This is an optimization exercise on Yosys and OpenROAD, whose aim is small area, not a production implementation.
Function was checked by simulation only, so behaviour that the tests miss may differ from the original.
No activity file was given, so power comes from the tool's default toggle rates.

==> flow/design.v (outline; a module is shown in full before it is edited, if it fits) <==
// module CannyEdge: 631 lines
module CannyEdge(dAddrRegRow, dAddrRegCol, bWE, bCE, InData, OutData,
	OPMode, bOPEnable, dReadReg, dWriteReg,	clk, rst_b);
  // ...
==> flow/flow/run.sh <==
#!/bin/bash
# Layout flow.
#  1. the standard synthesis (standard.sh synth).
#  2. The same synthesis script once more, with yosys synth's -noabc, so that
#     the full adders written in the RTL reach extract_fa unchanged (fewer
#     inverters). regmap.py checks that it has exactly the standard
#     synthesis's registers (paired by Q net, same cell types) and gives them
#     the standard instance names; if not, the standard netlist is used.
#  3. invopt.py removes inverters around full adders (same function, same
#     registers).
#  4. the standard layout from that netlist, with the port buffers made of
#     the smallest buffer.
# Each tool's output goes to a log file of its own in this folder.
set -euo pipefail
R="$PWD/orfs/results/sky130hd/CannyEdge/base"
bash standard.sh synth > synth.log 2>&1
cp "$R/1_2_yosys.v" std_1_2_yosys.v
sed 's/yosys synth -nofsm -noshare /yosys synth -nofsm -noshare -noabc /' synth_recipe.tcl > synth_noabc.tcl
sed -e "s|SYNTH_SCRIPT=[^ ]*|SYNTH_SCRIPT=$PWD/synth_noabc.tcl|" \
    -e "s|WORK_HOME=[^ ]*|WORK_HOME=$PWD/orfs_alt|" standard.sh > standard_alt.sh
SRC=std_1_2_yosys.v
if bash standard_alt.sh synth > synth_alt.log 2>&1 &&
   python3 flow/regmap.py std_1_2_yosys.v orfs_alt/results/sky130hd/CannyEdge/base/1_2_yosys.v alt_1_2_yosys.v > regmap.log 2>&1; then
  SRC=alt_1_2_yosys.v
fi
echo "netlist: $SRC" >> regmap.log
python3 flow/invopt.py "$SRC" "$R/1_2_yosys.v" > invopt.log 2>&1
rm -f "$R/1_synth.odb" "$R/1_synth.sdc"
export BUFFER_PORTS_ARGS="-buffer_cell sky130_fd_sc_hd__buf_1"
bash standard.sh > layout.log 2>&1
==> flow/flow/invopt.py <==
#!/usr/bin/env python3
"""Removes inverters around full adders in a mapped sky130hd netlist.

A full adder is self-dual: FA(~a,~b,~c) = (~sum, ~cout). For each fa cell,
this script flips it (feeds it the complement of each input and complements
both outputs) when that lowers the number of inverters: an input driven by an
inverter is fed from the inverter's input instead, and an output that drives
inverters feeds their loads directly. Inverters left without loads are
deleted. The function of the netlist is unchanged; registers are untouched.

usage: invopt.py in.v out.v
"""
import re, sys
from collections import defaultdict

src = open(sys.argv[1]).read()
m_mod = re.search(r'^module .*?;\n', src, re.S | re.M)
body_start = m_mod.end()
end = src.rindex('endmodule')
body = src[body_start:end]
cell_re = re.compile(r'^\s*(sky130_fd_sc_hd__\w+)\s+(\\\S+\s|\S+)\s*\((.*?)\);\n', re.S | re.M)
pin_re = re.compile(r'\.(\w+)\(\s*(.*?)\s*\)(?:,|\s*$)', re.S)

decl_lines = []
cells = {}
order = []
pos = 0
first_cell = None
for m in cell_re.finditer(body):
    if first_cell is None:
        first_cell = m.start()
    typ, name, pins = m.group(1), m.group(2).strip(), m.group(3)
    pd = {}
    for pm in pin_re.finditer(pins):
        pd[pm.group(1)] = pm.group(2).strip()
    cells[name] = {'type': typ, 'pins': pd}
    order.append(name)
decls = body[:first_cell]
rest = cell_re.sub('', body[first_cell:])
if rest.strip():
    sys.exit("unexpected netlist content: " + rest.strip()[:200])

OUTPINS = {'X', 'Y', 'Q', 'Q_N', 'SUM', 'COUT', 'HI', 'LO'}
ports = set()
for m in re.finditer(r'^\s*(input|output)\s+(\[\d+:\d+\]\s+)?(\S+);', decls, re.M):
    ports.add(m.group(3))

def is_port(net):
    base = net.split('[')[0]
    return base in ports or net in ports

drv = {}
loads = defaultdict(set)
def rebuild():
    drv.clear(); loads.clear()
    for n, c in cells.items():
        for p, net in c['pins'].items():
            if p in OUTPINS:
                drv[net] = (n, p)
            else:
                loads[net].add((n, p))
rebuild()

def is_inv(n):
    return n in cells and cells[n]['type'].startswith('sky130_fd_sc_hd__inv_')

def inv_of(net):
    """an existing inverter whose input is net, or None"""
    for (c, p) in loads.get(net, ()):
        if is_inv(c):
            return c
    return None

cnt = [0]
newwires = []
def newnet():
    cnt[0] += 1
    n = f"_invopt_n{cnt[0]}_"
    newwires.append(n)
    return n

def newinv(a, y):
    cnt[0] += 1
    name = f"_invopt_i{cnt[0]}_"
    cells[name] = {'type': 'sky130_fd_sc_hd__inv_1', 'pins': {'A': a, 'Y': y}}
    order.append(name)
    drv[y] = (name, 'Y'); loads[a].add((name, 'A'))
    return name

def connect(c, p, net):
    old = cells[c]['pins'][p]
    loads[old].discard((c, p))
    cells[c]['pins'][p] = net
    loads[net].add((c, p))

def delete_if_dead(c):
    if c in cells and is_inv(c):
        y = cells[c]['pins']['Y']
        if not loads.get(y) and not is_port(y):
            a = cells[c]['pins']['A']
            loads[a].discard((c, 'A'))
            del drv[y]
            del cells[c]
            return True
    return False

def gain(f):
    c = cells[f]
    g = 0
    for p in ('A', 'B', 'CIN'):
        n = c['pins'][p]
        d = drv.get(n)
        if d and is_inv(d[0]):
            if len(loads[n]) == 1 and not is_port(n):
                g += 1
        elif n.startswith("1'") or n.startswith("1'b"):
            pass
        else:
            if inv_of(n) is None:
                g -= 1
    for p in ('SUM', 'COUT'):
        n = c['pins'][p]
        if is_port(n):
            return -99
        ls = loads.get(n, set())
        invs = [x for x in ls if is_inv(x[0])]
        others = [x for x in ls if not is_inv(x[0])]
        g += len(invs)
        if others:
            g -= 1
    return g

def flip(f):
    c = cells[f]
    for p in ('A', 'B', 'CIN'):
        n = c['pins'][p]
        d = drv.get(n)
        if n in ("1'h0", "1'b0"):
            connect(f, p, "1'h1")
        elif n in ("1'h1", "1'b1"):
            connect(f, p, "1'h0")
        elif d and is_inv(d[0]):
            src_net = cells[d[0]]['pins']['A']
            connect(f, p, src_net)
            delete_if_dead(d[0])
        else:
            i = inv_of(n)
            if i is None:
                y = newnet()
                newinv(n, y)
                connect(f, p, y)
            else:
                connect(f, p, cells[i]['pins']['Y'])
    for p in ('SUM', 'COUT'):
        n = c['pins'][p]
        pn = newnet()
        del drv[n]
        c['pins'][p] = pn
        drv[pn] = (f, p)
        ls = list(loads.get(n, set()))
        for (lc, lp) in ls:
            if is_inv(lc):
                y = cells[lc]['pins']['Y']
                for (c2, p2) in list(loads.get(y, set())):
                    connect(c2, p2, pn)
                if is_port(y):
                    # keep the inverter as a buffer-less path is not possible
                    continue
                loads[n].discard((lc, 'A'))
                del drv[y]
                del cells[lc]
        if loads.get(n):
            newinv(pn, n)

def ninv():
    return sum(1 for c in cells if is_inv(c))

before = ninv()
fas = [n for n in order if cells[n]['type'].startswith('sky130_fd_sc_hd__fa_')]
def descend():
    changed = True
    p = 0
    while changed and p < 50:
        changed = False
        p += 1
        for f in fas:
            if gain(f) > 0:
                flip(f)
                changed = True
    return p
passes = descend()
# plateau moves: flip adders whose flip keeps the count, then descend again;
# deterministic order, stop when a round brings no gain
for rnd in range(20):
    start = ninv()
    for f in fas:
        if gain(f) == 0:
            flip(f)
            descend()
    if ninv() >= start:
        break
after = ninv()
print(f"inverters: {before} -> {after} (greedy, then plateau moves)", file=sys.stderr)

def fmt(net):
    return net + ' ' if net.startswith('\\') else net

out = [src[:body_start], decls]
for w in newwires:
    out.append(f"  wire {w};\n")
for n in order:
    if n not in cells:
        continue
    c = cells[n]
    pins = ",\n".join(f"    .{p}({fmt(v)})" for p, v in c['pins'].items())
    out.append(f"  {c['type']} {fmt(n)} (\n{pins}\n  );\n")
out.append(src[end:])
open(sys.argv[2], 'w').write("".join(out))
==> flow/flow/regmap.py <==
#!/usr/bin/env python3
"""Gives the registers of an alternative synthesis netlist the instance names
of the standard synthesis.

usage: regmap.py std.v alt.v out.v

Registers are paired by the net on their Q pin. The script fails (exit 1),
writing nothing, unless both netlists have the same number of registers, each
Q net appears once in each, and paired registers have the same cell type.
"""
import re, sys

SEQ = re.compile(r'sky130_fd_sc_hd__(?:s?e?df\w*|dl\w*)_\d+$')
cell_re = re.compile(r'^(\s*)(sky130_fd_sc_hd__\w+)\s+(\\\S+\s|\S+)(\s*\()(.*?\);\n)', re.S | re.M)

def regs(txt):
    out = {}
    for m in cell_re.finditer(txt):
        typ, name = m.group(2), m.group(3).strip()
        if SEQ.match(typ):
            q = re.search(r'\.Q\(\s*(.*?)\s*\)', m.group(5))
            if not q:
                sys.exit(f"register {name} without Q pin")
            q = q.group(1)
            if q in out:
                sys.exit(f"Q net {q} driven twice")
            out[q] = (typ, name)
    return out

std = open(sys.argv[1]).read()
alt = open(sys.argv[2]).read()
rs, ra = regs(std), regs(alt)
if set(rs) != set(ra):
    sys.exit(f"register sets differ: {sorted(set(rs) ^ set(ra))[:10]}")
for q in rs:
    if rs[q][0] != ra[q][0]:
        sys.exit(f"register on {q}: {rs[q][0]} vs {ra[q][0]}")
newname = {ra[q][1]: rs[q][1] for q in rs}
stdnames = set(newname.values())
taken = set(m.group(3).strip() for m in cell_re.finditer(alt))
def fmt(n):
    return n + ' ' if n.startswith('\\') else n
k = [0]
def sub(m):
    name = m.group(3).strip()
    if name in newname:
        name = newname[name]
    elif name in stdnames:
        k[0] += 1
        name = f"_regmap_c{k[0]}_"
        assert name not in taken
    return f"{m.group(1)}{m.group(2)} {fmt(name)}{m.group(4)}{m.group(5)}"
out = cell_re.sub(sub, alt)
chk = regs(out)
assert all(chk[q] == rs[q] for q in rs)
open(sys.argv[3], 'w').write(out)
print(f"{len(rs)} registers renamed to the standard synthesis names, {k[0]} other cells renamed")
==> flow/standard.sh <==
#!/bin/bash
# synth_recipe.tcl (not shown) runs the flow's synth.tcl, then flattens the netlist and writes it again
# the make line also repeats each setting of config.mk as NAME=value (left out here)
make -C /OpenROAD-flow-scripts/flow DESIGN_CONFIG=/design/flow/config.mk WORK_HOME=/design/flow/orfs CLKGATE_MAP_FILE= SYNTH_SCRIPT=/design/flow/synth_recipe.tcl "${@:-finish}"
==> flow/config.mk <==
export PLATFORM = sky130hd
export DESIGN_NAME = CannyEdge
export DESIGN_NICKNAME = CannyEdge
export VERILOG_FILES = /design/flow/design.v
export SDC_FILE = /design/flow/constraint.sdc
export NUM_CORES = 4
export LEC_CHECK = 0
export CAP_MARGIN = 20
export CORE_MARGIN = 2
export CORE_UTILIZATION = 70
export CTS_BUF_LIST = sky130_fd_sc_hd__clkbuf_16
export CTS_CLUSTER_DIAMETER = 100
export CTS_CLUSTER_SIZE = 20
export PLACE_DENSITY = 0.8
export SLEW_MARGIN = 20
==> flow/constraint.sdc <==
create_clock -name core_clock -period 12.0 [get_ports {clk}]
set_input_delay 2.4000 -clock core_clock [delete_from_list [all_inputs] [get_ports {clk}]]
set_output_delay 2.4000 -clock core_clock [all_outputs]
set_load 0.01 [all_outputs]
==> impl_metrics.ini, run 1 <==
[run_status]
status = no timing/DRC/antenna violations

[critical_path]
regToRegEndpoint = r_dir[0]$_SDFFCE_PP0P_
cp-endpoint = gacc[14]$_DFFE_PP_
cp_data_required_time_ps = 12270
ff2ff_setup_slack_ps = 3320
critPathBufInv = 2
critPathCaptureType = flip-flop

[synthesis]
netlist_instances = 1164
synth_area_um2 = 15600
syn-num-nets = 1422

[die]
die_x_um = 154
dieHeight_um = 154
rows = 54
dieArea_um2 = 23600
core_region_area_um2 = 21900

[grt]
overflow = 0
antenna_found_initial = 0
met3_usage_pct = 7.55
track_usage_pct = 35.5

[worst_hold_path]
hold_depth = 1

[power]
swShare_pct = 34.7
fin_total_pwr_mw = 3.08

[finish]
fill_cells = 1365
largest-register = X
largest_register_ffs = 200
multiInputGateArea_um2 = 7510
layout.nets = 1449
drive_above_1_share_pct = 4.52
seq_share_pct = 45.7

[flow_run]
drv_cap = 0

[sta]
fin_crit_sh_pct = 79.6
rsz0062_at_grt = no

[route]
route.detailed.drc = 0
postRouteWirelength_um = 41100
first_pass_iters = 7
vias = 10058

[clock_tree]
clkSlewWorstSetupHoldPaths_ps = 90
tritoncts = built
ctsResizeCount = 0
==> inputs of run 2 (changes only) <==
--- a/flow/design.v
+++ b/flow/design.v
@@ -97,24 +97,24 @@
 	m4 = ({8{s[0]}} & a) | ({8{s[1]}} & b) | ({8{s[2]}} & c) | ({8{s[3]}} & d);
 endfunction
 wire [7:0] LA = m4(ss, X[0], X[4], X[20], X[24]);
 wire [7:0] LB = m4(ss, X[1], X[5], X[3], X[9]);
 wire [7:0] LC = m4(ss, X[15], X[19], X[21], X[23]);
 wire [7:0] LD = m4(ss, X[2], X[10], X[14], X[22]);
 wire [7:0] LE = m4(ss, X[6], X[8], X[16], X[18]);
 wire [7:0] LF = m4(ss, X[7], X[11], X[13], X[17]);
-wire [7:0] LG = {8{ss[0]}} & X[12];
+wire [7:0] LG = X[12];	 
 wire [7:0] xr = ({8{lsel[0]}} & LA) | ({8{lsel[1]}} & LB) | ({8{lsel[2]}} & LC) |
                 ({8{lsel[3]}} & LD) | ({8{lsel[4]}} & LE) | ({8{lsel[5]}} & LF) |
                 ({8{lsel[6]}} & LG);
 reg [14:0] gacc;
 reg gcf;
 wire gfirst = (cnt == 3'd0);
-wire [14:0] gacc_in = gacc & {15{~gfirst}};
+wire [14:0] gacc_in = gfirst ? {3'd0, X[12], 4'd0} : gacc;
 wire gcf_in = gcf & ~gfirst;
 wire ga_1 = gacc_in[0] ^ LA[0] ^ LB[0];
 wire ga_2 = (gacc_in[0] & LA[0]) | (gacc_in[0] & LB[0]) | (LA[0] & LB[0]);
 wire ga_3 = LC[0] ^ LE[0] ^ ga_1;
 wire ga_4 = (LC[0] & LE[0]) | (LC[0] & ga_1) | (LE[0] & ga_1);
 wire ga_5 = gacc_in[1] ^ LA[1] ^ LB[1];
 wire ga_6 = (gacc_in[1] & LA[1]) | (gacc_in[1] & LB[1]) | (LA[1] & LB[1]);
 wire ga_7 = LB[0] ^ LC[1] ^ LC[0];
@@ -160,166 +160,150 @@
 wire ga_47 = gacc_in[4] ^ LA[4] ^ LB[4];
 wire ga_48 = (gacc_in[4] & LA[4]) | (gacc_in[4] & LB[4]) | (LA[4] & LB[4]);
 wire ga_49 = LB[3] ^ LC[4] ^ LC[3];
 wire ga_50 = (LB[3] & LC[4]) | (LB[3] & LC[3]) | (LC[4] & LC[3]);
 wire ga_51 = LD[2] ^ LE[4] ^ LE[3];
 wire ga_52 = (LD[2] & LE[4]) | (LD[2] & LE[3]) | (LE[4] & LE[3]);
 wire ga_53 = LE[2] ^ LF[3] ^ LF[1];
 wire ga_54 = (LE[2] & LF[3]) | (LE[2] & LF[1]) | (LF[3] & LF[1]);
-wire ga_55 = LG[0] ^ ga_30 ^ ga_32;
-wire ga_56 = (LG[0] & ga_30) | (LG[0] & ga_32) | (ga_30 & ga_32);
-wire ga_57 = ga_34 ^ ga_36 ^ ga_47;
-wire ga_58 = (ga_34 & ga_36) | (ga_34 & ga_47) | (ga_36 & ga_47);
-wire ga_59 = ga_49 ^ ga_51 ^ ga_53;
-wire ga_60 = (ga_49 & ga_51) | (ga_49 & ga_53) | (ga_51 & ga_53);
-wire ga_61 = ga_38 ^ ga_40 ^ ga_55;
-wire ga_62 = (ga_38 & ga_40) | (ga_38 & ga_55) | (ga_40 & ga_55);
-wire ga_63 = ga_57 ^ ga_59 ^ ga_42;
-wire ga_64 = (ga_57 & ga_59) | (ga_57 & ga_42) | (ga_59 & ga_42);
-wire ga_65 = ga_61 ^ ga_44 ^ ga_63;
-wire ga_66 = (ga_61 & ga_44) | (ga_61 & ga_63) | (ga_44 & ga_63);
+wire ga_55 = ga_30 ^ ga_32 ^ ga_34;
+wire ga_56 = (ga_30 & ga_32) | (ga_30 & ga_34) | (ga_32 & ga_34);
+wire ga_57 = ga_36 ^ ga_47 ^ ga_49;
+wire ga_58 = (ga_36 & ga_47) | (ga_36 & ga_49) | (ga_47 & ga_49);
+wire ga_59 = ga_51 ^ ga_53 ^ ga_38;
+wire ga_60 = (ga_51 & ga_53) | (ga_51 & ga_38) | (ga_53 & ga_38);
+wire ga_61 = ga_40 ^ ga_55 ^ ga_57;
+wire ga_62 = (ga_40 & ga_55) | (ga_40 & ga_57) | (ga_55 & ga_57);
+wire ga_63 = ga_42 ^ ga_59 ^ ga_61;
+wire ga_64 = (ga_42 & ga_59) | (ga_42 & ga_61) | (ga_59 & ga_61);
+wire ga_65 = ga_44 ^ ga_63 ^ ga_46;
+wire ga_66 = (ga_44 & ga_63) | (ga_44 & ga_46) | (ga_63 & ga_46);
 wire ga_67 = gacc_in[5] ^ LA[5] ^ LB[5];
 wire ga_68 = (gacc_in[5] & LA[5]) | (gacc_in[5] & LB[5]) | (LA[5] & LB[5]);
 wire ga_69 = LB[4] ^ LC[5] ^ LC[4];
 wire ga_70 = (LB[4] & LC[5]) | (LB[4] & LC[4]) | (LC[5] & LC[4]);
 wire ga_71 = LD[3] ^ LE[5] ^ LE[4];
 wire ga_72 = (LD[3] & LE[5]) | (LD[3] & LE[4]) | (LE[5] & LE[4]);
 wire ga_73 = LE[3] ^ LF[4] ^ LF[2];
 wire ga_74 = (LE[3] & LF[4]) | (LE[3] & LF[2]) | (LF[4] & LF[2]);
-wire ga_75 = LG[1] ^ ga_48 ^ ga_50;
-wire ga_76 = (LG[1] & ga_48) | (LG[1] & ga_50) | (ga_48 & ga_50);
-wire ga_77 = ga_52 ^ ga_54 ^ ga_67;
-wire ga_78 = (ga_52 & ga_54) | (ga_52 & ga_67) | (ga_54 & ga_67);
-wire ga_79 = ga_69 ^ ga_71 ^ ga_73;
-wire ga_80 = (ga_69 & ga_71) | (ga_69 & ga_73) | (ga_71 & ga_73);
-wire ga_81 = ga_56 ^ ga_58 ^ ga_60;
-wire ga_82 = (ga_56 & ga_58) | (ga_56 & ga_60) | (ga_58 & ga_60);
-wire ga_83 = ga_75 ^ ga_77 ^ ga_79;
-wire ga_84 = (ga_75 & ga_77) | (ga_75 & ga_79) | (ga_77 & ga_79);
-wire ga_85 = ga_62 ^ ga_81 ^ ga_83;
-wire ga_86 = (ga_62 & ga_81) | (ga_62 & ga_83) | (ga_81 & ga_83);
-wire ga_87 = ga_64 ^ ga_85 ^ ga_66;
-wire ga_88 = (ga_64 & ga_85) | (ga_64 & ga_66) | (ga_85 & ga_66);
-wire ga_89 = gacc_in[6] ^ LA[6] ^ LB[6];
-wire ga_90 = (gacc_in[6] & LA[6]) | (gacc_in[6] & LB[6]) | (LA[6] & LB[6]);
-wire ga_91 = LB[5] ^ LC[6] ^ LC[5];
-wire ga_92 = (LB[5] & LC[6]) | (LB[5] & LC[5]) | (LC[6] & LC[5]);
-wire ga_93 = LD[4] ^ LE[6] ^ LE[5];
-wire ga_94 = (LD[4] & LE[6]) | (LD[4] & LE[5]) | (LE[6] & LE[5]);
-wire ga_95 = LE[4] ^ LF[5] ^ LF[3];
-wire ga_96 = (LE[4] & LF[5]) | (LE[4] & LF[3]) | (LF[5] & LF[3]);
-wire ga_97 = LG[2] ^ ga_68 ^ ga_70;
-wire ga_98 = (LG[2] & ga_68) | (LG[2] & ga_70) | (ga_68 & ga_70);
-wire ga_99 = ga_72 ^ ga_74 ^ ga_89;
-wire ga_100 = (ga_72 & ga_74) | (ga_72 & ga_89) | (ga_74 & ga_89);
-wire ga_101 = ga_91 ^ ga_93 ^ ga_95;
-wire ga_102 = (ga_91 & ga_93) | (ga_91 & ga_95) | (ga_93 & ga_95);
-wire ga_103 = ga_76 ^ ga_78 ^ ga_80;
-wire ga_104 = (ga_76 & ga_78) | (ga_76 & ga_80) | (ga_78 & ga_80);
-wire ga_105 = ga_97 ^ ga_99 ^ ga_101;
-wire ga_106 = (ga_97 & ga_99) | (ga_97 & ga_101) | (ga_99 & ga_101);
-wire ga_107 = ga_82 ^ ga_84 ^ ga_103;
-wire ga_108 = (ga_82 & ga_84) | (ga_82 & ga_103) | (ga_84 & ga_103);
-wire ga_109 = ga_105 ^ ga_86 ^ ga_107;
-wire ga_110 = (ga_105 & ga_86) | (ga_105 & ga_107) | (ga_86 & ga_107);
-wire ga_111 = gacc_in[7] ^ LA[7] ^ LB[7];
-wire ga_112 = (gacc_in[7] & LA[7]) | (gacc_in[7] & LB[7]) | (LA[7] & LB[7]);
-wire ga_113 = LB[6] ^ LC[7] ^ LC[6];
-wire ga_114 = (LB[6] & LC[7]) | (LB[6] & LC[6]) | (LC[7] & LC[6]);
-wire ga_115 = LD[5] ^ LE[7] ^ LE[6];
-wire ga_116 = (LD[5] & LE[7]) | (LD[5] & LE[6]) | (LE[7] & LE[6]);
-wire ga_117 = LE[5] ^ LF[6] ^ LF[4];
-wire ga_118 = (LE[5] & LF[6]) | (LE[5] & LF[4]) | (LF[6] & LF[4]);
-wire ga_119 = LG[3] ^ ga_90 ^ ga_92;
-wire ga_120 = (LG[3] & ga_90) | (LG[3] & ga_92) | (ga_90 & ga_92);
-wire ga_121 = ga_94 ^ ga_96 ^ ga_111;
-wire ga_122 = (ga_94 & ga_96) | (ga_94 & ga_111) | (ga_96 & ga_111);
-wire ga_123 = ga_113 ^ ga_115 ^ ga_117;
-wire ga_124 = (ga_113 & ga_115) | (ga_113 & ga_117) | (ga_115 & ga_117);
-wire ga_125 = ga_98 ^ ga_100 ^ ga_102;
-wire ga_126 = (ga_98 & ga_100) | (ga_98 & ga_102) | (ga_100 & ga_102);
-wire ga_127 = ga_119 ^ ga_121 ^ ga_123;
-wire ga_128 = (ga_119 & ga_121) | (ga_119 & ga_123) | (ga_121 & ga_123);
-wire ga_129 = ga_104 ^ ga_106 ^ ga_125;
-wire ga_130 = (ga_104 & ga_106) | (ga_104 & ga_125) | (ga_106 & ga_125);
-wire ga_131 = ga_127 ^ ga_108 ^ ga_129;
-wire ga_132 = (ga_127 & ga_108) | (ga_127 & ga_129) | (ga_108 & ga_129);
-wire ga_133 = gacc_in[8] ^ LB[7] ^ LC[7];
-wire ga_134 = (gacc_in[8] & LB[7]) | (gacc_in[8] & LC[7]) | (LB[7] & LC[7]);
-wire ga_135 = LD[6] ^ LE[7] ^ LE[6];
-wire ga_136 = (LD[6] & LE[7]) | (LD[6] & LE[6]) | (LE[7] & LE[6]);
-wire ga_137 = LF[7] ^ LF[5] ^ LG[4];
-wire ga_138 = (LF[7] & LF[5]) | (LF[7] & LG[4]) | (LF[5] & LG[4]);
-wire ga_139 = gcf_in ^ ga_112 ^ ga_114;
-wire ga_140 = (gcf_in & ga_112) | (gcf_in & ga_114) | (ga_112 & ga_114);
-wire ga_141 = ga_116 ^ ga_118 ^ ga_133;
-wire ga_142 = (ga_116 & ga_118) | (ga_116 & ga_133) | (ga_118 & ga_133);
-wire ga_143 = ga_135 ^ ga_137 ^ ga_120;
-wire ga_144 = (ga_135 & ga_137) | (ga_135 & ga_120) | (ga_137 & ga_120);
-wire ga_145 = ga_122 ^ ga_124 ^ ga_139;
-wire ga_146 = (ga_122 & ga_124) | (ga_122 & ga_139) | (ga_124 & ga_139);
-wire ga_147 = ga_141 ^ ga_126 ^ ga_143;
-wire ga_148 = (ga_141 & ga_126) | (ga_141 & ga_143) | (ga_126 & ga_143);
-wire ga_149 = ga_128 ^ ga_145 ^ ga_130;
-wire ga_150 = (ga_128 & ga_145) | (ga_128 & ga_130) | (ga_145 & ga_130);
-wire ga_151 = ga_147 ^ ga_132 ^ ga_149;
-wire ga_152 = (ga_147 & ga_132) | (ga_147 & ga_149) | (ga_132 & ga_149);
-wire ga_153 = gacc_in[9] ^ LD[7] ^ LE[7];
-wire ga_154 = (gacc_in[9] & LD[7]) | (gacc_in[9] & LE[7]) | (LD[7] & LE[7]);
-wire ga_155 = LF[6] ^ LG[5] ^ ga_134;
-wire ga_156 = (LF[6] & LG[5]) | (LF[6] & ga_134) | (LG[5] & ga_134);
-wire ga_157 = ga_136 ^ ga_138 ^ ga_153;
-wire ga_158 = (ga_136 & ga_138) | (ga_136 & ga_153) | (ga_138 & ga_153);
-wire ga_159 = ga_140 ^ ga_142 ^ ga_155;
-wire ga_160 = (ga_140 & ga_142) | (ga_140 & ga_155) | (ga_142 & ga_155);
-wire ga_161 = ga_157 ^ ga_144 ^ ga_146;
-wire ga_162 = (ga_157 & ga_144) | (ga_157 & ga_146) | (ga_144 & ga_146);
-wire ga_163 = ga_159 ^ ga_148 ^ ga_161;
-wire ga_164 = (ga_159 & ga_148) | (ga_159 & ga_161) | (ga_148 & ga_161);
-wire ga_165 = ga_150 ^ ga_163 ^ ga_152;
-wire ga_166 = (ga_150 & ga_163) | (ga_150 & ga_152) | (ga_163 & ga_152);
-wire ga_167 = gacc_in[10] ^ LF[7] ^ LG[6];
-wire ga_168 = (gacc_in[10] & LF[7]) | (gacc_in[10] & LG[6]) | (LF[7] & LG[6]);
-wire ga_169 = ga_154 ^ ga_167 ^ ga_156;
-wire ga_170 = (ga_154 & ga_167) | (ga_154 & ga_156) | (ga_167 & ga_156);
-wire ga_171 = ga_158 ^ ga_160 ^ ga_169;
-wire ga_172 = (ga_158 & ga_160) | (ga_158 & ga_169) | (ga_160 & ga_169);
-wire ga_173 = ga_162 ^ ga_171 ^ ga_164;
-wire ga_174 = (ga_162 & ga_171) | (ga_162 & ga_164) | (ga_171 & ga_164);
-wire ga_175 = gacc_in[11] ^ LG[7] ^ ga_168;
-wire ga_176 = (gacc_in[11] & LG[7]) | (gacc_in[11] & ga_168) | (LG[7] & ga_168);
-wire ga_177 = ga_175 ^ ga_170 ^ ga_172;
-wire ga_178 = (ga_175 & ga_170) | (ga_175 & ga_172) | (ga_170 & ga_172);
-wire ga_179 = gacc_in[12] ^ ga_176 ^ ga_178;
-wire ga_180 = (gacc_in[12] & ga_176) | (gacc_in[12] & ga_178) | (ga_176 & ga_178);
-wire ga_181 = ga_25 ^ ga_27;
-wire ga_182 = ga_25 & ga_27;
-wire ga_183 = ga_45 ^ ga_182;
-wire ga_184 = ga_45 & ga_182;
-wire ga_185 = ga_46 ^ ga_65 ^ ga_184;
-wire ga_186 = (ga_46 & ga_65) | (ga_46 & ga_184) | (ga_65 & ga_184);
-wire ga_187 = ga_87 ^ ga_186;
-wire ga_188 = ga_87 & ga_186;
-wire ga_189 = ga_109 ^ ga_88 ^ ga_188;
-wire ga_190 = (ga_109 & ga_88) | (ga_109 & ga_188) | (ga_88 & ga_188);
-wire ga_191 = ga_110 ^ ga_131 ^ ga_190;
-wire ga_192 = (ga_110 & ga_131) | (ga_110 & ga_190) | (ga_131 & ga_190);
-wire ga_193 = ga_173 ^ ga_166;
-wire ga_194 = ga_173 & ga_166;
-wire ga_195 = ga_177 ^ ga_174 ^ ga_194;
-wire ga_196 = (ga_177 & ga_174) | (ga_177 & ga_194) | (ga_174 & ga_194);
-wire ga_197 = ga_179 ^ ga_196;
-wire ga_198 = ga_179 & ga_196;
-wire ga_199 = gacc_in[13] ^ ga_180 ^ ga_198;
-wire ga_200 = (gacc_in[13] & ga_180) | (gacc_in[13] & ga_198) | (ga_180 & ga_198);
-wire ga_201 = gacc_in[14] ^ ga_200;
-wire ga_202 = gacc_in[14] & ga_200;
-wire [14:0] gnext = {ga_201, ga_199, ga_197, ga_195, ga_193, ga_165, ga_151, ga_191, ga_189, ga_187, ga_185, ga_183, ga_181, ga_13, ga_3};
-wire gcf_next = ga_192;
+wire ga_75 = ga_48 ^ ga_50 ^ ga_52;
+wire ga_76 = (ga_48 & ga_50) | (ga_48 & ga_52) | (ga_50 & ga_52);
+wire ga_77 = ga_54 ^ ga_67 ^ ga_69;
+wire ga_78 = (ga_54 & ga_67) | (ga_54 & ga_69) | (ga_67 & ga_69);
+wire ga_79 = ga_71 ^ ga_73 ^ ga_56;
+wire ga_80 = (ga_71 & ga_73) | (ga_71 & ga_56) | (ga_73 & ga_56);
+wire ga_81 = ga_58 ^ ga_75 ^ ga_77;
+wire ga_82 = (ga_58 & ga_75) | (ga_58 & ga_77) | (ga_75 & ga_77);
+wire ga_83 = ga_60 ^ ga_79 ^ ga_62;
+wire ga_84 = (ga_60 & ga_79) | (ga_60 & ga_62) | (ga_79 & ga_62);
+wire ga_85 = ga_81 ^ ga_64 ^ ga_83;
+wire ga_86 = (ga_81 & ga_64) | (ga_81 & ga_83) | (ga_64 & ga_83);
+wire ga_87 = gacc_in[6] ^ LA[6] ^ LB[6];
+wire ga_88 = (gacc_in[6] & LA[6]) | (gacc_in[6] & LB[6]) | (LA[6] & LB[6]);
+wire ga_89 = LB[5] ^ LC[6] ^ LC[5];
+wire ga_90 = (LB[5] & LC[6]) | (LB[5] & LC[5]) | (LC[6] & LC[5]);
+wire ga_91 = LD[4] ^ LE[6] ^ LE[5];
+wire ga_92 = (LD[4] & LE[6]) | (LD[4] & LE[5]) | (LE[6] & LE[5]);
+wire ga_93 = LE[4] ^ LF[5] ^ LF[3];
+wire ga_94 = (LE[4] & LF[5]) | (LE[4] & LF[3]) | (LF[5] & LF[3]);
+wire ga_95 = ga_68 ^ ga_70 ^ ga_72;
+wire ga_96 = (ga_68 & ga_70) | (ga_68 & ga_72) | (ga_70 & ga_72);
+wire ga_97 = ga_74 ^ ga_87 ^ ga_89;
+wire ga_98 = (ga_74 & ga_87) | (ga_74 & ga_89) | (ga_87 & ga_89);
+wire ga_99 = ga_91 ^ ga_93 ^ ga_76;
+wire ga_100 = (ga_91 & ga_93) | (ga_91 & ga_76) | (ga_93 & ga_76);
+wire ga_101 = ga_78 ^ ga_95 ^ ga_97;
+wire ga_102 = (ga_78 & ga_95) | (ga_78 & ga_97) | (ga_95 & ga_97);
+wire ga_103 = ga_80 ^ ga_99 ^ ga_82;
+wire ga_104 = (ga_80 & ga_99) | (ga_80 & ga_82) | (ga_99 & ga_82);
+wire ga_105 = ga_101 ^ ga_84 ^ ga_103;
+wire ga_106 = (ga_101 & ga_84) | (ga_101 & ga_103) | (ga_84 & ga_103);
+wire ga_107 = gacc_in[7] ^ LA[7] ^ LB[7];
+wire ga_108 = (gacc_in[7] & LA[7]) | (gacc_in[7] & LB[7]) | (LA[7] & LB[7]);
+wire ga_109 = LB[6] ^ LC[7] ^ LC[6];
+wire ga_110 = (LB[6] & LC[7]) | (LB[6] & LC[6]) | (LC[7] & LC[6]);
+wire ga_111 = LD[5] ^ LE[7] ^ LE[6];
+wire ga_112 = (LD[5] & LE[7]) | (LD[5] & LE[6]) | (LE[7] & LE[6]);
+wire ga_113 = LE[5] ^ LF[6] ^ LF[4];
+wire ga_114 = (LE[5] & LF[6]) | (LE[5] & LF[4]) | (LF[6] & LF[4]);
+wire ga_115 = ga_88 ^ ga_90 ^ ga_92;
+wire ga_116 = (ga_88 & ga_90) | (ga_88 & ga_92) | (ga_90 & ga_92);
+wire ga_117 = ga_94 ^ ga_107 ^ ga_109;
+wire ga_118 = (ga_94 & ga_107) | (ga_94 & ga_109) | (ga_107 & ga_109);
+wire ga_119 = ga_111 ^ ga_113 ^ ga_96;
+wire ga_120 = (ga_111 & ga_113) | (ga_111 & ga_96) | (ga_113 & ga_96);
+wire ga_121 = ga_98 ^ ga_115 ^ ga_117;
+wire ga_122 = (ga_98 & ga_115) | (ga_98 & ga_117) | (ga_115 & ga_117);
+wire ga_123 = ga_100 ^ ga_119 ^ ga_102;
+wire ga_124 = (ga_100 & ga_119) | (ga_100 & ga_102) | (ga_119 & ga_102);
+wire ga_125 = ga_121 ^ ga_104 ^ ga_123;
+wire ga_126 = (ga_121 & ga_104) | (ga_121 & ga_123) | (ga_104 & ga_123);
+wire ga_127 = gacc_in[8] ^ LB[7] ^ LC[7];
+wire ga_128 = (gacc_in[8] & LB[7]) | (gacc_in[8] & LC[7]) | (LB[7] & LC[7]);
+wire ga_129 = LD[6] ^ LE[7] ^ LE[6];
+wire ga_130 = (LD[6] & LE[7]) | (LD[6] & LE[6]) | (LE[7] & LE[6]);
+wire ga_131 = LF[7] ^ LF[5] ^ gcf_in;
+wire ga_132 = (LF[7] & LF[5]) | (LF[7] & gcf_in) | (LF[5] & gcf_in);
+wire ga_133 = ga_108 ^ ga_110 ^ ga_112;
+wire ga_134 = (ga_108 & ga_110) | (ga_108 & ga_112) | (ga_110 & ga_112);
+wire ga_135 = ga_114 ^ ga_127 ^ ga_129;
+wire ga_136 = (ga_114 & ga_127) | (ga_114 & ga_129) | (ga_127 & ga_129);
+wire ga_137 = ga_131 ^ ga_116 ^ ga_118;
+wire ga_138 = (ga_131 & ga_116) | (ga_131 & ga_118) | (ga_116 & ga_118);
+wire ga_139 = ga_133 ^ ga_135 ^ ga_120;
+wire ga_140 = (ga_133 & ga_135) | (ga_133 & ga_120) | (ga_135 & ga_120);
+wire ga_141 = ga_122 ^ ga_137 ^ ga_139;
+wire ga_142 = (ga_122 & ga_137) | (ga_122 & ga_139) | (ga_137 & ga_139);
+wire ga_143 = ga_124 ^ ga_141 ^ ga_126;
+wire ga_144 = (ga_124 & ga_141) | (ga_124 & ga_126) | (ga_141 & ga_126);
+wire ga_145 = gacc_in[9] ^ LD[7] ^ LE[7];
+wire ga_146 = (gacc_in[9] & LD[7]) | (gacc_in[9] & LE[7]) | (LD[7] & LE[7]);
+wire ga_147 = LF[6] ^ ga_128 ^ ga_130;
+wire ga_148 = (LF[6] & ga_128) | (LF[6] & ga_130) | (ga_128 & ga_130);
+wire ga_149 = ga_132 ^ ga_145 ^ ga_134;
+wire ga_150 = (ga_132 & ga_145) | (ga_132 & ga_134) | (ga_145 & ga_134);
+wire ga_151 = ga_136 ^ ga_147 ^ ga_138;
+wire ga_152 = (ga_136 & ga_147) | (ga_136 & ga_138) | (ga_147 & ga_138);
+wire ga_153 = ga_149 ^ ga_140 ^ ga_151;
+wire ga_154 = (ga_149 & ga_140) | (ga_149 & ga_151) | (ga_140 & ga_151);
+wire ga_155 = ga_142 ^ ga_153 ^ ga_144;
+wire ga_156 = (ga_142 & ga_153) | (ga_142 & ga_144) | (ga_153 & ga_144);
+wire ga_157 = gacc_in[10] ^ LF[7] ^ ga_146;
+wire ga_158 = (gacc_in[10] & LF[7]) | (gacc_in[10] & ga_146) | (LF[7] & ga_146);
+wire ga_159 = ga_148 ^ ga_157 ^ ga_150;
+wire ga_160 = (ga_148 & ga_157) | (ga_148 & ga_150) | (ga_157 & ga_150);
+wire ga_161 = ga_152 ^ ga_159 ^ ga_154;
+wire ga_162 = (ga_152 & ga_159) | (ga_152 & ga_154) | (ga_159 & ga_154);
+wire ga_163 = gacc_in[11] ^ ga_158 ^ ga_160;
+wire ga_164 = (gacc_in[11] & ga_158) | (gacc_in[11] & ga_160) | (ga_158 & ga_160);
+wire ga_165 = ga_25 ^ ga_27;
+wire ga_166 = ga_25 & ga_27;
+wire ga_167 = ga_45 ^ ga_166;
+wire ga_168 = ga_45 & ga_166;
+wire ga_169 = ga_65 ^ ga_168;
+wire ga_170 = ga_65 & ga_168;
+wire ga_171 = ga_85 ^ ga_66 ^ ga_170;
+wire ga_172 = (ga_85 & ga_66) | (ga_85 & ga_170) | (ga_66 & ga_170);
+wire ga_173 = ga_86 ^ ga_105 ^ ga_172;
+wire ga_174 = (ga_86 & ga_105) | (ga_86 & ga_172) | (ga_105 & ga_172);
+wire ga_175 = ga_106 ^ ga_125 ^ ga_174;
+wire ga_176 = (ga_106 & ga_125) | (ga_106 & ga_174) | (ga_125 & ga_174);
+wire ga_177 = ga_161 ^ ga_156;
+wire ga_178 = ga_161 & ga_156;
+wire ga_179 = ga_163 ^ ga_162 ^ ga_178;
+wire ga_180 = (ga_163 & ga_162) | (ga_163 & ga_178) | (ga_162 & ga_178);
+wire ga_181 = gacc_in[12] ^ ga_164 ^ ga_180;
+wire ga_182 = (gacc_in[12] & ga_164) | (gacc_in[12] & ga_180) | (ga_164 & ga_180);
+wire ga_183 = gacc_in[13] ^ ga_182;
+wire ga_184 = gacc_in[13] & ga_182;
+wire ga_185 = gacc_in[14] ^ ga_184;
+wire ga_186 = gacc_in[14] & ga_184;
+wire [14:0] gnext = {ga_185, ga_183, ga_181, ga_179, ga_177, ga_155, ga_143, ga_175, ga_173, ga_171, ga_169, ga_167, ga_165, ga_13, ga_3};
+wire gcf_next = ga_176;
 always @(posedge clk) if (op0 & ~cnt[2]) begin
 	gacc <= gnext;
 	gcf <= gcf_next;
 end
 wire [7:0] gf = {gacc[14:8] + {6'd0, gcf}, gacc[7]};
 wire [7:0] X0 = X[0], X1 = X[1], X2 = X[2], X5 = X[5], X7 = X[7], X10 = X[10], X11 = X[11], X12 = X[12];
 wire sb_1 = X2[0] ^ ~X10[0] ^ 1'b1;
 wire sb_2 = (X2[0] & ~X10[0]) | (X2[0] & 1'b1) | (~X10[0] & 1'b1);
==> flow/flow/run.sh (replaced) <==
#!/bin/bash
# Layout flow.
#  1. the standard synthesis (standard.sh synth).
#  2. The same synthesis script once more, with yosys synth's -noabc, so that
#     the full adders written in the RTL reach extract_fa unchanged (fewer
#     inverters), and with an area-oriented script (abc_map_area.script) for
#     the final ABC mapping. regmap.py checks that it has exactly the standard
#     synthesis's registers (paired by Q net, same cell types) and gives them
#     the standard instance names; if not, the standard netlist is used.
#  3. invopt.py removes inverters around full adders (same function, same
#     registers).
#  4. the standard layout from that netlist, with the port buffers made of
#     the smallest buffer and clock tree synthesis without dummy loads.
# Each tool's output goes to a log file of its own in this folder.
set -euo pipefail
R="$PWD/orfs/results/sky130hd/CannyEdge/base"
bash standard.sh synth > synth.log 2>&1
cp "$R/1_2_yosys.v" std_1_2_yosys.v
{
  sed -n '1p' synth_recipe.tcl | sed 's/yosys synth -nofsm -noshare /yosys synth -nofsm -noshare -noabc /'
  echo 'proc abc {args} {'
  echo '  set i [lsearch $args -script]'
  echo "  if { \$i >= 0 } { lset args [expr {\$i + 1}] $PWD/flow/abc_map_area.script }"
  echo '  yosys abc {*}$args'
  echo '}'
  sed -n '2,$p' synth_recipe.tcl
} > synth_noabc.tcl
sed -e "s|SYNTH_SCRIPT=[^ ]*|SYNTH_SCRIPT=$PWD/synth_noabc.tcl|" \
    -e "s|WORK_HOME=[^ ]*|WORK_HOME=$PWD/orfs_alt|" standard.sh > standard_alt.sh
SRC=std_1_2_yosys.v
if bash standard_alt.sh synth > synth_alt.log 2>&1 &&
   python3 flow/regmap.py std_1_2_yosys.v orfs_alt/results/sky130hd/CannyEdge/base/1_2_yosys.v alt_1_2_yosys.v > regmap.log 2>&1; then
  SRC=alt_1_2_yosys.v
fi
echo "netlist: $SRC" >> regmap.log
python3 flow/invopt.py "$SRC" "$R/1_2_yosys.v" > invopt.log 2>&1
rm -f "$R/1_synth.odb" "$R/1_synth.sdc"
export BUFFER_PORTS_ARGS="-buffer_cell sky130_fd_sc_hd__buf_1"
export CTS_ARGS="-sink_clustering_enable -repair_clock_nets -sink_clustering_size 20 -sink_clustering_max_diameter 100 -buf_list sky130_fd_sc_hd__clkbuf_16 -dont_use_dummy_load"
bash standard.sh > layout.log 2>&1
==> flow/flow/abc_map_area.script (new file) <==
strash
dch
map -a
topo
stime -c
dnsize -c
--- a/flow/flow/invopt.py
+++ b/flow/flow/invopt.py
@@ -57,17 +57,17 @@
         for p, net in c['pins'].items():
             if p in OUTPINS:
                 drv[net] = (n, p)
             else:
                 loads[net].add((n, p))
 rebuild()
 
 def is_inv(n):
-    return n in cells and cells[n]['type'].startswith('sky130_fd_sc_hd__inv_')
+    return n in cells and (cells[n]['type'].startswith('sky130_fd_sc_hd__inv_') or cells[n]['type'].startswith('sky130_fd_sc_hd__clkinv_'))
 
 def inv_of(net):
     """an existing inverter whose input is net, or None"""
     for (c, p) in loads.get(net, ()):
         if is_inv(c):
             return c
     return None
 
==> impl_metrics.ini, run 2 <==
[grt]
grt_pass1_vias = 10105
track_usage_pct = 38.8
grt_max_degree = 48
overflow = 0
antenna_found_initial = 1
grt_pass1_wl_um = 61600

[synthesis]
synth.avg_cell_area_um2 = 13.3
yosysWarnings = 2
synth_area_um2 = 14800
netlist_instances = 1120
syn-num-nets = 1369

[finish]
largest-register = X
areaGrowthSynthToFinish_pct = 7.53
final_cells = 1469
layout.nets = 1445
final_common_cell = edfxtp_1
final_cell_mix = 247 x edfxtp_1, 167 x fa_1, 130 x clkinv_1
largest_register_ffs = 200
diodes = 0
drive_above_1_share_pct = 4.27
fin_area_um2 = 16000
final_util_pct = 76.4
reg_top3 = X x200, gacc x15, zf x9

[sta]
setup_viol = 0
fin_skew_ps = 52.2
fin_hold_ws_ps = 595
timing.fmax_ghz = 0.105
worst_slack_ps = 2440
hold_viol_final = 0
fin_crit_sh_pct = 79.7
period_needed_ps = 9560
final.setup.tns_ps = 0
rsz0062_at_grt = no
slew_headroom_pct = 21.9
slew_viol_final = 0
worst_pin_slew_ps = 1140

[placed_design]
dpl_cell_area_um2 = 15500
dp_cells = 1452
place_ws_ps = 2060
port_buffers = 37
dpl.hpwl_um = 31100
gp_congestion = 0.971

[die]
start_util_pct = 71.1
die_x_um = 150
core_region_area_um2 = 20900
rows = 53
dieArea_um2 = 22400
io_pins = 38
dieHeight_um = 150

[clock_tree]
insertion_delay_ps = 510
clkSlewWorstSetupHoldPaths_ps = 80
cts_setup_buffers = 0
clkSinkCount = 253
ctsResizeCount = 0
cts_buffers = 16
cts_root_buf = clkbuf_16
holdBufCountCts = 0
clock_path_buffers = 3
h-tree-depth = 1
tritoncts = built

[critical_path]
cp_data_required_time_ps = 12230
max_stage_delay_ps = 730
crit_top_cell = fa_1
critPathKind = in -> reg
startpoint_type = input port
critPathCaptureType = flip-flop
arrival_ps = 9790
cp_slowest_cell = inv_2
cp_max_fo = 47

[power]
max-vdd-ir-drop_mv = 0.186
power.density_nw_per_um2 = 184
fin_total_pwr_mw = 2.94
p_leak_nw = 5.41

[route]
wl_per_cell_um = 28.1
drtAntennaViolNets = 0
vias = 9933
drt_first_iter_violations = 1395
route.detailed.drc = 0
postRouteWirelength_um = 41300
first_pass_iters = 6
viasPerCell = 6.76

[worst_hold_path]
holdCritPathClass = reg -> reg

[flow_run]
drv_cap = 0

[run_status]
status = no timing/DRC/antenna violations
-- run 2: layout make-up --
class / count / area [um^2]
Sequential cell: 253 / 7550
Timing Repair Buffer: 58 / 297
Fill cell: 1279 / 4920
Inverter: 157 / 589
Clock buffer: 16 / 400
Multi-Input combinational cell: 710 / 6780
Tap cell: 275 / 344
-- run 2: worst max-delay path: cells and delay by family --
| kind | cells | cell delay, ps |
|---|---|---|
| AOI/OAI and AO/OA | 2 | 270 |
| adders and majority gates | 11 | 4340 |
| buffers and inverters | 5 | 1500 |
| and+or+nand+nor | 6 | 1110 |
| xor gates and xnor gates | 1 | 120 |
-- run 2: metal layers --
metal  routed length, um  share of wire, %  vias to the layer above  global-route usage (%)
li1                    -                 -                     4132                       -
met1               15500                38                     4872                    56.8
met2               18400                45                      808                    58.2
met3                5640                14                      121                    9.82
met4                1710               4.1                        0                    13.6
met5                   0                 0                        -                       0
-- run 2: where the power goes --
group          internal, mW  leakage [nW]  switching [mW]  total, mW
combinational         0.575          3.08           0.730       1.31
clock                 0.238         0.197           0.273      0.512
sequential             1.12          2.13         0.00786       1.13
-- run 2: final timing paths --
| kind | end | start | cells after the start | slack, ps |
|---|---|---|---|---|
| max in group asynchronous | cnt[2]$_DFFE_PN0P_ | rst_b | 1 | 10010 |
| max | gacc[14]$_DFFE_PP_ | dAddrRegRow[1] | 25 | 2440 |
| max reg2reg | r_dir[1]$_SDFFCE_PP0P_ | X[12][0]$_DFFE_PP_ | 26 | 3350 |
| min reg2reg | cnt[2]$_DFFE_PN0P_ | cnt[2]$_DFFE_PN0P_ | 2 | 600 |
| min | cnt[2]$_DFFE_PN0P_ | cnt[2]$_DFFE_PN0P_ | 2 | 600 |
| min in group asynchronous | cnt[1]$_DFFE_PN0P_ | rst_b | 1 | 1770 |
==> inputs of run 3 (changes only) <==
--- a/flow/flow/run.sh
+++ b/flow/flow/run.sh
@@ -36,5 +36,5 @@
 python3 flow/invopt.py "$SRC" "$R/1_2_yosys.v" > invopt.log 2>&1
 rm -f "$R/1_synth.odb" "$R/1_synth.sdc"
 export BUFFER_PORTS_ARGS="-buffer_cell sky130_fd_sc_hd__buf_1"
-export CTS_ARGS="-sink_clustering_enable -repair_clock_nets -sink_clustering_size 20 -sink_clustering_max_diameter 100 -buf_list sky130_fd_sc_hd__clkbuf_16 -dont_use_dummy_load"
+export CTS_ARGS="-sink_clustering_enable -repair_clock_nets -sink_clustering_size 14 -sink_clustering_max_diameter 80 -buf_list sky130_fd_sc_hd__clkbuf_8 -dont_use_dummy_load"
 bash standard.sh > layout.log 2>&1
==> impl_metrics.ini, run 3 <==
[critical_path]
critPathKind = in -> reg
cp_max_fo = 47
cp_data_required_time_ps = 12290
arrival_ps = 9820
regToRegEndpoint = r_dir[1]$_SDFFCE_PP0P_
ff2ff_setup_slack_ps = 3300
r2r-start = X[12][0]$_DFFE_PP_
r2r.worst_path.cells = 26
startpoint_type = input port
critPathCaptureType = flip-flop

[die]
start_util_pct = 71.1
core_region_area_um2 = 20900
io_pins = 38
dieHeight_um = 150
rows = 53
die_x_um = 150
dieArea_um2 = 22400

[clock_tree]
holdBufCountCts = 0
cts_root_buf = clkbuf_8
insertion_delay_ps = 560
cts_setup_buffers = 0
h-tree-depth = 1
clkSinkCount = 253
clock_path_buffers = 3
tritoncts = built
ctsResizeCount = 0
clkSlewWorstSetupHoldPaths_ps = 90
cts_buffers = 22

[finish]
layout.nets = 1450
largest-register = X
diodes = 0
drive_above_1_share_pct = 4.75
largest_register_ffs = 200
final_common_cell = edfxtp_1
final_cells = 1474
final_cell_mix = 247 x edfxtp_1, 167 x fa_1, 130 x clkinv_1
areaGrowthSynthToFinish_pct = 6.84
reg_top3 = X x200, gacc x15, zf x9

[grt]
grt_pass1_vias = 9992
grt_max_degree = 48
met3_usage_pct = 8.81
grt_pass1_wl_um = 61200
track_usage_pct = 38.5
overflow = 0
use_met2_pct = 56.9
met1_usage_pct = 57.6
top_usage_layer = met1
antenna_found_initial = 1

[placed_design]
dpl.hpwl_um = 31100
dp_cells = 1452
port_buffers = 37
gp_congestion = 0.971

[worst_hold_path]
hold_depth = 2
hold-path-endpoint = OutData[0]$_DFFE_PP_
holdCritPathClass = reg -> reg
hold_start = r_grad[0]$_DFFE_PP_

[route]
route.detailed.drc = 0
postRouteWirelength_um = 40900
first_pass_iters = 6
drtAntennaViolNets = 0
wl_per_cell_um = 27.7
vias = 9883
drt_first_iter_violations = 1279
viasPerCell = 6.70

[sta]
slew_headroom_pct = 24.8
fin_skew_ps = 52.5
setup_viol = 0
timing.fmax_ghz = 0.105
hold_viol_final = 0
final.setup.tns_ps = 0
rsz0062_at_grt = no
period_needed_ps = 9530
worst_pin_slew_ps = 1120
fin_crit_sh_pct = 79.4
slew_viol_final = 0

[flow_run]
drv_cap = 0

[power]
p_leak_nw = 5.37
max-vdd-ir-drop_mv = 0.180
power.density_nw_per_um2 = 181

[synthesis]
synth.avg_cell_area_um2 = 13.3
synth_area_um2 = 14800
syn-num-nets = 1369
yosysWarnings = 2
netlist_instances = 1120

[run_status]
status = no timing/DRC/antenna violations
[run 3: metal layers]
layer,vias to the layer above,share of wire [%]
li1,4130,-
met1,4858,38
met2,786,45
met3,107,13
met4,2,3.8
met5,-,0.042
[run 3: cell type report]
| type | instances | area (um^2) |
|---|---|---|
| fillers | 1306 | 5030 |
| repair buffers | 57 | 289 |
| flip-flops and latches | 253 | 7550 |
| well taps | 275 | 344 |
| inverters | 157 | 589 |
| clock buffers | 22 | 303 |
| multi-input cells | 710 | 6790 |
[run 3: how the worst max path moves through the flow]
stage,startpoint,endpoint,slack (ps),cells after the start
2_1_floorplan,OPMode[0],gacc[14]$_DFFE_PP_,1600,21
3_3_place_gp,dAddrRegCol[2],gacc[14]$_DFFE_PP_,2000,24
3_5_place_dp,dAddrRegCol[2],gacc[14]$_DFFE_PP_,2060,24
4_1_cts,dAddrRegCol[2],gacc[14]$_DFFE_PP_,2590,24
5_1_grt,dAddrRegCol[2],gacc[14]$_DFFE_PP_,2150,24
6_report,dAddrRegRow[1],gacc[14]$_DFFE_PP_,2470,25
[run 3: report_power, final]
part | switching, mW | total, mW | internal (mW)
Combinational | 0.738 | 1.32 | 0.582
Sequential | 0.00781 | 1.13 | 1.12
Clock | 0.265 | 0.429 | 0.164
Total | 1.01 | 2.88 | 1.87
[run 3: stage by stage]
step           worst slack (ps)  hold WS (ps)  utilization, %  area (um^2)  power, mW
3_5_place_dp               2060           565            74.4        15500       2.42
6_report                   2470           583            75.9        15900       2.88
3_3_place_gp               2000           545            74.4        15500       2.38
5_1_grt                    2150           609            75.9        15900       3.08
4_1_cts                    2590           584            75.9        15900       2.85
2_1_floorplan              1600           521               -        14800       2.06
[run 3: worst max-delay path, stage by stage]
cell and delay, ps:
buf_1 170, clkinv_1 110, nor2_1 350, clkinv_1 330, nor2_1 170, clkinv_1 180, nand4_1 130, a21oi_1 60
nand3_1 100, nand2_1 110, inv_2 720, a22oi_1 200, nand2_1 270, fa_1 480, fa_1 440, fa_1 480
fa_1 440, fa_1 460, fa_1 450, fa_1 410, ha_1 220, fa_1 380, fa_1 400, ha_1 220
xnor2_1 120
==> inputs of run 4 (changes only) <==
==> flow/flow/abc_map_area.script (replaced) <==
strash
dc2
dch
map -a
topo
stime -c
dnsize -c
--- a/flow/config.mk
+++ b/flow/config.mk
@@ -8,8 +8,5 @@
 export CAP_MARGIN = 20
 export CORE_MARGIN = 2
 export CORE_UTILIZATION = 70
-export CTS_BUF_LIST = sky130_fd_sc_hd__clkbuf_16
-export CTS_CLUSTER_DIAMETER = 100
-export CTS_CLUSTER_SIZE = 20
 export PLACE_DENSITY = 0.8
 export SLEW_MARGIN = 20
==> impl_metrics.ini, run 4 <==
[die]
start_util_pct = 71.3
dieHeight_um = 150
core_region_area_um2 = 21000
dieArea_um2 = 22500
io_pins = 38
rows = 53
die_x_um = 150

[clock_tree]
tritoncts = built
clkSlewWorstSetupHoldPaths_ps = 90
ctsResizeCount = 0
cts_buffers = 22
clkSinkCount = 253
insertion_delay_ps = 570
cts_root_buf = clkbuf_8
holdBufCountCts = 0
clock_path_buffers = 3
h-tree-depth = 1
cts_setup_buffers = 0

[sta]
hold_viol_final = 0
fin_crit_sh_pct = 80.2
slew_headroom_pct = 29.9
fin_skew_ps = 52.6
period_needed_ps = 9630
fin_hold_ws_ps = 593
final.setup.tns_ps = 0
worst_pin_slew_ps = 1050
timing.fmax_ghz = 0.104
rsz0062_at_grt = no
slew_viol_final = 0
setup_viol = 0

[grt]
grt_pass1_vias = 9864
track_usage_pct = 36.4
grt_pass1_wl_um = 58800
antenna_found_initial = 0
grt_max_degree = 49
overflow = 0

[power]
clock_power_share_pct = 15.7
sequentialPowerShare_pct = 40.7
p_leak_nw = 5.34
power.density_nw_per_um2 = 172
swShare_pct = 34.2
netSwitchingPower_mw = 0.937
power_frac_comb_pct = 43.6
p_int_mw = 1.81
fin_total_pwr_mw = 2.74
max-vdd-ir-drop_mv = 0.170

[run_status]
status = no timing/DRC/antenna violations

[placed_design]
port_buffers = 37
dp_cells = 1480
gp_congestion = 0.956
dpl.hpwl_um = 30300

[finish]
layout.area.seq_um2 = 7550
multiInputGateArea_um2 = 6740
final_cells = 1502
fill_cells = 1299
final_util_pct = 76.1
diodes = 0
final_common_cell = edfxtp_1
drive_above_1_share_pct = 4.56
areaGrowthSynthToFinish_pct = 6.81
final_cell_mix = 247 x edfxtp_1, 167 x fa_1, 152 x clkinv_1
reg_top3 = X x200, gacc x15, zf x9
largest-register = X
layout.nets = 1478
largest_register_ffs = 200

[critical_path]
r2r.worst_path.cells = 21
r2r-start = cnt[0]$_DFFE_PN0P_
startpoint_type = input port
cp_data_required_time_ps = 12270
arrival_ps = 9900
ff2ff_setup_slack_ps = 2590
critPathCaptureType = flip-flop
regToRegEndpoint = gacc[14]$_DFFE_PP_
cp_max_fo = 21
critPathKind = in -> reg

[synthesis]
synth_area_um2 = 14900
synth.avg_cell_area_um2 = 13.1
yosysWarnings = 2
syn-num-nets = 1390
netlist_instances = 1141

[route]
postRouteWirelength_um = 38700
viasPerCell = 6.42
wl_per_cell_um = 25.8
drt_first_iter_violations = 1115
vias = 9645
route.detailed.drc = 0
first_pass_iters = 6
drtAntennaViolNets = 0

[worst_hold_path]
holdCritPathClass = reg -> reg
hold_start = r_grad[5]$_DFFE_PP_
hold-path-endpoint = OutData[5]$_DFFE_PP_
hold_depth = 2

[flow_run]
drv_cap = 0
-- run 4: cell count changes in the layout (fill, tap and decap cells not counted), moves of 4 or more --
| cell | delta |
|---|---|
| xor2_1 | -9 |
| nor2_1 | +7 |
| o2111ai_1 | +9 |
| nand4_1 | -11 |
| nor3_1 | +4 |
| xnor2_1 | +9 |
| o211ai_1 | +18 |
| a22oi_1 | -38 |
| buf_4 | +7 |
| clkinv_1 | +22 |
-- run 4: worst max-delay path by stage --
stage          depth (start not counted)      startpoint                 end  slack [ps]
4_1_cts                               24       OPMode[0]  gacc[14]$_DFFE_PP_        2540
6_report                              24  dAddrRegRow[2]  gacc[14]$_DFFE_PP_        2370
3_3_place_gp                          24  dAddrRegRow[2]  gacc[14]$_DFFE_PP_        2090
3_5_place_dp                          24       OPMode[0]  gacc[14]$_DFFE_PP_        2000
5_1_grt                               24       OPMode[0]  gacc[14]$_DFFE_PP_        2100
2_1_floorplan                         23       OPMode[0]  gacc[14]$_DFFE_PP_        1500
-- run 4: power groups by stage --
stage | Combinational [mW] | Sequential [mW] | Clock (mW)
6_report | 1.20 | 1.12 | 0.430
5_1_grt | 1.36 | 1.12 | 0.457
4_1_cts | 1.20 | 1.12 | 0.426
3_5_place_dp | 1.21 | 1.14 | 0
3_3_place_gp | 1.09 | 1.14 | 0
2_1_floorplan | 0.859 | 1.14 | 0
-- run 4: per-stage QoR --
stage | instance area [um^2] | worst slack [ps]
final | 15900 | 2370
after global routing | 15900 | 2100
after CTS | 15900 | 2540
after detailed placement | 15600 | 2000
after global placement | 15600 | 2090
after floorplan | 14900 | 1500
-- run 4: critical path, cell delays in order --
cell      delay (ps)
buf_1            250
nor3_1           200
clkinv_1         110
nor2_1            50
clkinv_1          90
nand4_1          120
nor3_1           250
nand3_1          170
o21ai_2          360
clkinv_1         800
a22oi_1          380
nand2_1          170
fa_1             480
fa_1             470
fa_1             460
fa_1             560
fa_1             430
fa_1             400
fa_1             410
ha_1             230
fa_1             390
fa_1             380
ha_1             200
xnor2_1          120
-- run 4: final cells by class --
class                      count  area share (%)
sequential                   253            47.4
clock buffer                  22            1.90
timing repair buffer          64            2.14
multi-input combinational    711            42.3
tap                          275            2.16
inverter                     177            4.17
-- run 4: routing by layer --
layer | GRT usage [%] | wire (um)
met1 | 52.7 | 15200
met3 | 7.71 | 4110
met2 | 58.5 | 18500
met5 | 0 | 0
met4 | 7.69 | 856

[separate check: timing with driven ports]
The results above use ideal ports. As a check the final layouts listed here were re-extracted and re-timed, cells and wires unchanged. Step 1 sets driving cells, clkbuf_16 on the clock port and buf_2 on the other inputs (assumed; they add their load-dependent delay and slew). Step 2 also shifts input and output timing later by t, the mid clock arrival at the registers, as if the neighbouring blocks saw the same clock. Slacks: ideal / step 1 / step 2; pairs: ideal / step 1.
| run | t (ns) | slack for setup (ns) | worst setup path after step 2 | worst data-port slew with drivers (ns) |
|---|---|---|---|---|
| run 1 | 0.548 | 2.448 / 2.472 / 1.924 | input to register | 0.03 |
| run 2 | 0.532 | 2.436 / 2.429 / 1.897 | input to register | 0.05 |
| run 3 | 0.573 | 2.471 / 2.469 / 1.896 | input to register | 0.05 |
| run 4 | 0.589 | 2.371 / 2.397 / 1.808 | input to register | 0.04 |
After both steps setup and hold are still met in every run listed. The setup slack of run 3, which loses most, moves by -0.002 ns with the drivers and by -0.575 ns with both steps.
